This is an optimization exercise on Yosys and OpenROAD, whose aim is small area and a short achievable clock period, not a production implementation.
At most, simulation tests tie the RTL to the original design; equivalence was not proved.
Power figures rest on the tool's default switching activity, not on a simulated workload.

==> flow/design.v (excerpt) <==
module mac #(
    parameter DATA_WIDTH = 16,
              OUT_WIDTH = 32
)(
    input clk,
    input rst,
    input clr,
    input [DATA_WIDTH - 1: 0] a,
    input [DATA_WIDTH - 1: 0] b,
    output reg [OUT_WIDTH-1: 0] out
);
Size in the first run: roughly 960 cells after synthesis, ~85 flip-flops, ~67 I/O pins.
export LEC_CHECK = 0
export ABC_AREA = 1
export CAP_MARGIN = 20
export CORE_MARGIN = 2
export CORE_UTILIZATION = 40
export SLEW_MARGIN = 20
create_clock -name core_clock -period 12.0 [get_ports {clk}]
run.sh (not shown) runs the stock make flow with config.mk's settings and CLKGATE_MAP_FILE= SYNTH_SCRIPT=/design/flow/synth_recipe.tcl, a recipe that flattens the netlist after the stock synthesis.
The starting point finished clean.
==> next run, changes <==
ABC_AREA = unset   (was 1)
What happened:
- clock power rose by about 5%
- wire length is lower by 11%
- synthesized area drops by 7.8%
- non-clock buffer count came out higher by 2
- sequential power is about the same
- die area is lower by 7.5%
No functional check of the RTL was part of any run of this note.

== v40 ==
Another version of the RTL of mac (not shown whole).
Size: ~600 cells after synthesis, about 86 flip-flops, about 67 I/O pins, about 5100 um2 of cells after synthesis.
clock: 12.0 ns
lec_check: 0
abc_area: 1
cap_margin: 20
core_margin: 2
core_utilization: 40
slew_margin: 20
standard.sh (not shown) runs the stock make flow with config.mk's settings and CLKGATE_MAP_FILE= SYNTH_SCRIPT=/design/flow/synth_recipe.tcl, a recipe that flattens the netlist after the stock synthesis.
==> flow/flow/run.sh <==
#!/bin/bash
# Standard ORFS layout (the standard.sh), with port buffers of a plain buffer
# cell and setup repair aiming further below the clock period. Make's full output
# goes to flow_make.log; ORFS keeps each tool's log under orfs/logs.
set -euo pipefail
bash standard.sh \
  "BUFFER_PORTS_ARGS=-buffer_cell sky130_fd_sc_hd__buf_1" \
  SETUP_SLACK_MARGIN=8.5 \
  finish > flow_make.log 2>&1
> inputs changed (v40 -> v5)
- a deleted ABC_AREA that had been 1
Notes after the runs:
- Diff v40 -> v5 | multiplexer fraction of the synthesized cell area | increase of 4.0 points
- Measured against each other, v5 and v40 differ in sequential power, the lower figure coming from v40.
- Die span in y: v5 vs v40 down 1.3%
- Worst hold slack: v40 vs v5, no meaningful difference
- v5 vs v40 on cell area after synthesis: v5 is the lower one.
- Number of gates resized after cts, v5 and v40: lower on v5
- On clock group share of total power: between v5 and v40, it ends up higher for v40.
- Via count of the first global-routing pass (v5 / v40): 0.939
- Sort v5 and v40 by post-layout minimum cycle time, ascending, and v40 comes first.
- On clock-pin slew of the registers on the worst-case setup and hold paths, v40 tracks v5 almost exactly.
What v54 does differently from v5 at the input level:
- CTS_BUF_LIST newly set to sky130_fd_sc_hd__clkbuf_4 sky130_fd_sc_hd__clkbuf_8
- CTS_CLUSTER_SIZE newly set to 40
[summary]
Time the worst path needs with I/O delays and setup sits lower in v54 than in v5.
In the reports for v54 and v5, the smaller total power belongs to v54.
Sequential share of layout area in v54 is 0.44 points higher than in v5
Of v54 and v5, the run reporting the higher cell area after layout was v5.
Sequential power delta (v5 -> v54): insignificant
Global routing met1 resource utilization in v54 is 0.49 points below v5.
Row routed wire length per instance: v54 higher / v5 lower
v54 finished every step from synthesis to the final layout, and the layout passed the timing, design-rule and antenna checks.
The final routed wirelength across all metal layers in v54 was higher than what v5 gave.
Function was not checked in any run of this note: the RTL went through the layout flow alone.

north:
The RTL this note starts from:
==> flow/design.v <==
module p #(parameter DATA_WIDTH = 16, OUT_WIDTH = 32)
(
    input [DATA_WIDTH-1:0] a,
    input [DATA_WIDTH-1:0] b,
    output [OUT_WIDTH-1:0] c,
    output reg done,
    input clk,
    input rst
);
    localparam K = DATA_WIDTH;
    reg [K-1:0] areg;    
    reg [K-1:0] hi;      
    reg [K-1:0] lo;      
    reg one, two, neg;   
    reg [2:0] cnt;
    assign c = {hi, lo};
    wire one_n = rst ? b[0] : lo[1] ^ lo[2];
    wire two_n = rst ? b[1] & ~b[0] :
                 (lo[3] & ~lo[2] & ~lo[1]) | (~lo[3] & lo[2] & lo[1]);
    wire neg_n = rst ? b[1] : lo[3];
    wire [K:0] m = one ? {areg[K-1], areg} : two ? {areg, 1'b0} : {(K+1){1'b0}};
    wire [K:0] pp = m ^ {(K+1){neg}};
    wire [K+1:0] sum;
    pfx_add #(.W(K+2)) stepadd (.x({{2{hi[K-1]}}, hi}), .y({pp[K], pp}), .ci(neg), .s(sum));
    always @(posedge clk) begin
        areg <= a;
        one <= one_n;
        two <= two_n;
        neg <= neg_n;
        if (rst) begin
            hi <= 0;
            lo <= b;
            cnt <= 3'd0;
            done <= 1'b0;
        end else if (!done) begin
            hi <= sum[K+1:2];
            lo <= {sum[1:0], lo[K-1:2]};
            cnt <= cnt + 3'd1;
            done <= (cnt == 3'd7);
        end
    end
endmodule
`timescale 1ns / 1ps
module mac #(
    parameter DATA_WIDTH = 16,
              OUT_WIDTH = 32
)(
    input clk,
    input rst,
    input clr,
    input [DATA_WIDTH - 1: 0] a,
    input [DATA_WIDTH - 1: 0] b,
    output reg [OUT_WIDTH-1: 0] out
);
    wire ready;
    wire [OUT_WIDTH-1:0] pro;
    wire [OUT_WIDTH-1:0] acc;
    p #(.DATA_WIDTH(DATA_WIDTH), .OUT_WIDTH(OUT_WIDTH)) product (
        .a(a), .b(b), .c(pro), .done(ready), .clk(clk), .rst(rst)
    );
    pfx_add #(.W(OUT_WIDTH)) accadd (.x(out), .y(pro), .ci(1'b0), .s(acc));
    always @(posedge clk) begin
        if (clr)
            out <= 0;
        else if (ready && !rst)
            out <= acc;
    end
endmodule
module pfx_add #(parameter W = 32, KIND = 1) (
    input [W-1:0] x,
    input [W-1:0] y,
    input ci,
    output [W-1:0] s
);
    localparam L = (W <= 2) ? 1 : (W <= 4) ? 2 : (W <= 8) ? 3 : (W <= 16) ? 4 : (W <= 32) ? 5 : 6;
    wire [W-1:0] p0 = x ^ y;
    wire [W-1:0] g0 = {x[W-1:1] & y[W-1:1], (x[0] & y[0]) | (p0[0] & ci)};
    reg [W-1:0] g, pg;
    integer l, i, j;
    always @* begin
        g = g0;
        pg = p0;
        if (KIND == 0) begin
            for (l = 0; l < L; l = l + 1)
                for (i = 0; i < W; i = i + 1)
                    if ((i >> l) & 1) begin
                        j = ((i >> l) << l) - 1;
                        g[i] = g[i] | (pg[i] & g[j]);
                        pg[i] = pg[i] & pg[j];
                    end
        end else begin
            for (l = 0; l < L; l = l + 1)
                for (i = 0; i < W; i = i + 1)
                    if (((i + 1) % (2 << l)) == 0) begin
                        g[i] = g[i] | (pg[i] & g[i - (1 << l)]);
                        pg[i] = pg[i] & pg[i - (1 << l)];
                    end
            for (l = L - 2; l >= 0; l = l - 1)
                for (i = 0; i < W; i = i + 1)
                    if (((i + 1) % (2 << l)) == (1 << l) && i >= (2 << l)) begin
                        g[i] = g[i] | (pg[i] & g[i - (1 << l)]);
                        pg[i] = pg[i] & pg[i - (1 << l)];
                    end
        end
    end
    assign s = p0 ^ {g[W-2:0], ci};
endmodule
==> flow/config.mk <==
export PLATFORM = sky130hd
export DESIGN_NAME = mac
export DESIGN_NICKNAME = mac
export VERILOG_FILES = /design/flow/design.v
export SDC_FILE = /design/flow/constraint.sdc
export NUM_CORES = 4
export LEC_CHECK = 0
export ABC_AREA = 1
export CAP_MARGIN = 20
export CORE_MARGIN = 2
export CORE_UTILIZATION = 40
export CTS_BUF_LIST = sky130_fd_sc_hd__clkbuf_4 sky130_fd_sc_hd__clkbuf_8
export CTS_CLUSTER_SIZE = 40
export SLEW_MARGIN = 20
==> flow/constraint.sdc <==
create_clock -name core_clock -period 12.0 [get_ports {clk}]
set_input_delay 2.4000 -clock core_clock [delete_from_list [all_inputs] [get_ports {clk}]]
set_output_delay 2.4000 -clock core_clock [all_outputs]
set_load 0.01 [all_outputs]
Scripts as last shown in full above: flow/flow/run.sh
north ran to completion and came out clean on the timing, design-rule and antenna checks.
Here is what was changed in the inputs of south compared with north.
- CTS_CLUSTER_SIZE no longer set, was 40
- CTS_BUF_LIST no longer set, was sky130_fd_sc_hd__clkbuf_4 sky130_fd_sc_hd__clkbuf_8
-- flow/flow/run.sh --
<<< north, line 6
bash standard.sh \
  "BUFFER_PORTS_ARGS=-buffer_cell sky130_fd_sc_hd__buf_1" \
  SETUP_SLACK_MARGIN=8.5 \
  finish > flow_make.log 2>&1
>>> south, line 6
bash standard.sh \
  "BUFFER_PORTS_ARGS=-buffer_cell sky130_fd_sc_hd__buf_1" \
  SETUP_SLACK_MARGIN=8.6 "CTS_ARGS=-sink_clustering_enable -repair_clock_nets -dont_use_dummy_load -sink_clustering_size 40 -buf_list {sky130_fd_sc_hd__clkbuf_4 sky130_fd_sc_hd__clkbuf_8}" \
  finish > flow_make.log 2>&1
## What came out
- The flow did not stop early for south: all stages ran, and the layout cleared the timing, design-rule and antenna checks.
- Every stage of the flow completed for north, and the final layout passed the timing, design-rule and antenna checks.
- Measured against south, the layout buffer count excluding clock buffers of north comes out at 1.06 times the reference value.
- Period utilization: south vs north down 0.59 points
- The wire length reported for south is smaller than that of north by 5.1%.
- From north to south the numbers moved as follows: utilization shows a reduction of 0.44 points, minimum clock period shows a reduction of 0.071 ns.
- Between north and south, maximum fanout encountered on the critical timing path decreased.
- | worst hold slack | south vs north | 0.0030 ns lower |
- Where final worst setup slack is concerned, north is outperformed by south.
The inputs of east differ from those of south as listed below.
- setting CTS_CLUSTER_SIZE to 40 for the first time
- setting CTS_BUF_LIST to sky130_fd_sc_hd__clkbuf_4 sky130_fd_sc_hd__clkbuf_8 for the first time
==> flow/flow/run.sh <==
#!/bin/bash
# Standard ORFS layout (the standard.sh), with port buffers of a plain buffer
# cell and setup repair aiming further below the clock period. Make's full output
# goes to flow_make.log; ORFS keeps each tool's log under orfs/logs.
set -euo pipefail
bash standard.sh \
  "BUFFER_PORTS_ARGS=-buffer_cell sky130_fd_sc_hd__buf_1" \
  SETUP_SLACK_MARGIN=8.6 MATCH_CELL_FOOTPRINT=0 \
  finish > flow_make.log 2>&1
## What came out
Any difference in worst slack on hold paths between south and east is small enough to ignore.
Going from south to east, proportion of power drawn by combinational gates shrinks by 1.8 points.
| setup slack | east vs south | better |
Summary — share of post-route cells with drive strength above 1, east relative to south: higher, by 1.1 points.
Per the comparison of east with south, clock-buffer cell count increased by 5 relative to the old numbers; first-pass GRT wire length increased by 83 um relative to the old numbers.
[inputs] west vs east
- CTS_BUF_LIST removed (was sky130_fd_sc_hd__clkbuf_4 sky130_fd_sc_hd__clkbuf_8)
- CTS_CLUSTER_SIZE removed (was 40)
-- flow/flow/run.sh --
<<< east, line 6
bash standard.sh \
  "BUFFER_PORTS_ARGS=-buffer_cell sky130_fd_sc_hd__buf_1" \
  SETUP_SLACK_MARGIN=8.6 MATCH_CELL_FOOTPRINT=0 \
  finish > flow_make.log 2>&1
>>> west, line 6
bash standard.sh \
  "BUFFER_PORTS_ARGS=-buffer_cell sky130_fd_sc_hd__buf_1" \
  SETUP_SLACK_MARGIN=8.7 "CTS_ARGS=-sink_clustering_enable -repair_clock_nets -dont_use_dummy_load -sink_clustering_size 40 -buf_list {sky130_fd_sc_hd__clkbuf_4 sky130_fd_sc_hd__clkbuf_8}" SKIP_GATE_CLONING=1 \
  finish > flow_make.log 2>&1
==> run summary <==
Final routed wirelength across all metal layers was higher in the run labelled west.
Fmax was higher in the run labelled west.
Diff east -> west: area of all placed cells without fillers increased by about 2.2% relative to the old numbers, register-to-register slack grew by 0.07 ns.
west vs east: first-iteration DRC count up in west
Looking at worst setup slack after placement, west sits below east.

-- re-timing with driven ports --
No port has a modelled driver above. Below, the same layouts with a new extraction and two added sets of constraints. Step 1, drivers: a clkbuf_16 drives clk and a buf_2 each remaining input, both assumed. Step 2, shift: input delay + t, output delay - t, t = (earliest + latest rising clock arrival at the registers) / 2. This alone moves slack from input paths to output paths. a / b / c = ideal / step 1 / step 2; a / b = the first two.
run	shift t [ns]	setup WS [ns]	pins driven straight from the clock port
the first run of note 1	0.393	7.681 / 7.703 / 7.311	1
the second run of note 1	0.390	7.631 / 7.643 / 7.253	1
v40	0.377	8.611 / 8.588 / 8.211	1
v5	0.373	8.557 / 8.573 / 8.200	1
v54	0.394	8.563 / 8.576 / 8.182	1
north	0.404	8.585 / 8.573 / 8.192	1
south	0.383	8.656 / 8.623 / 8.358	1
east	0.387	8.660 / 8.628 / 8.335	1
west	0.397	8.734 / 8.701 / 8.441	1
After both steps setup and hold are still met in every run listed. For v40, which loses most, drivers alone change the setup slack by -0.023 ns; drivers and shift together by -0.400 ns.
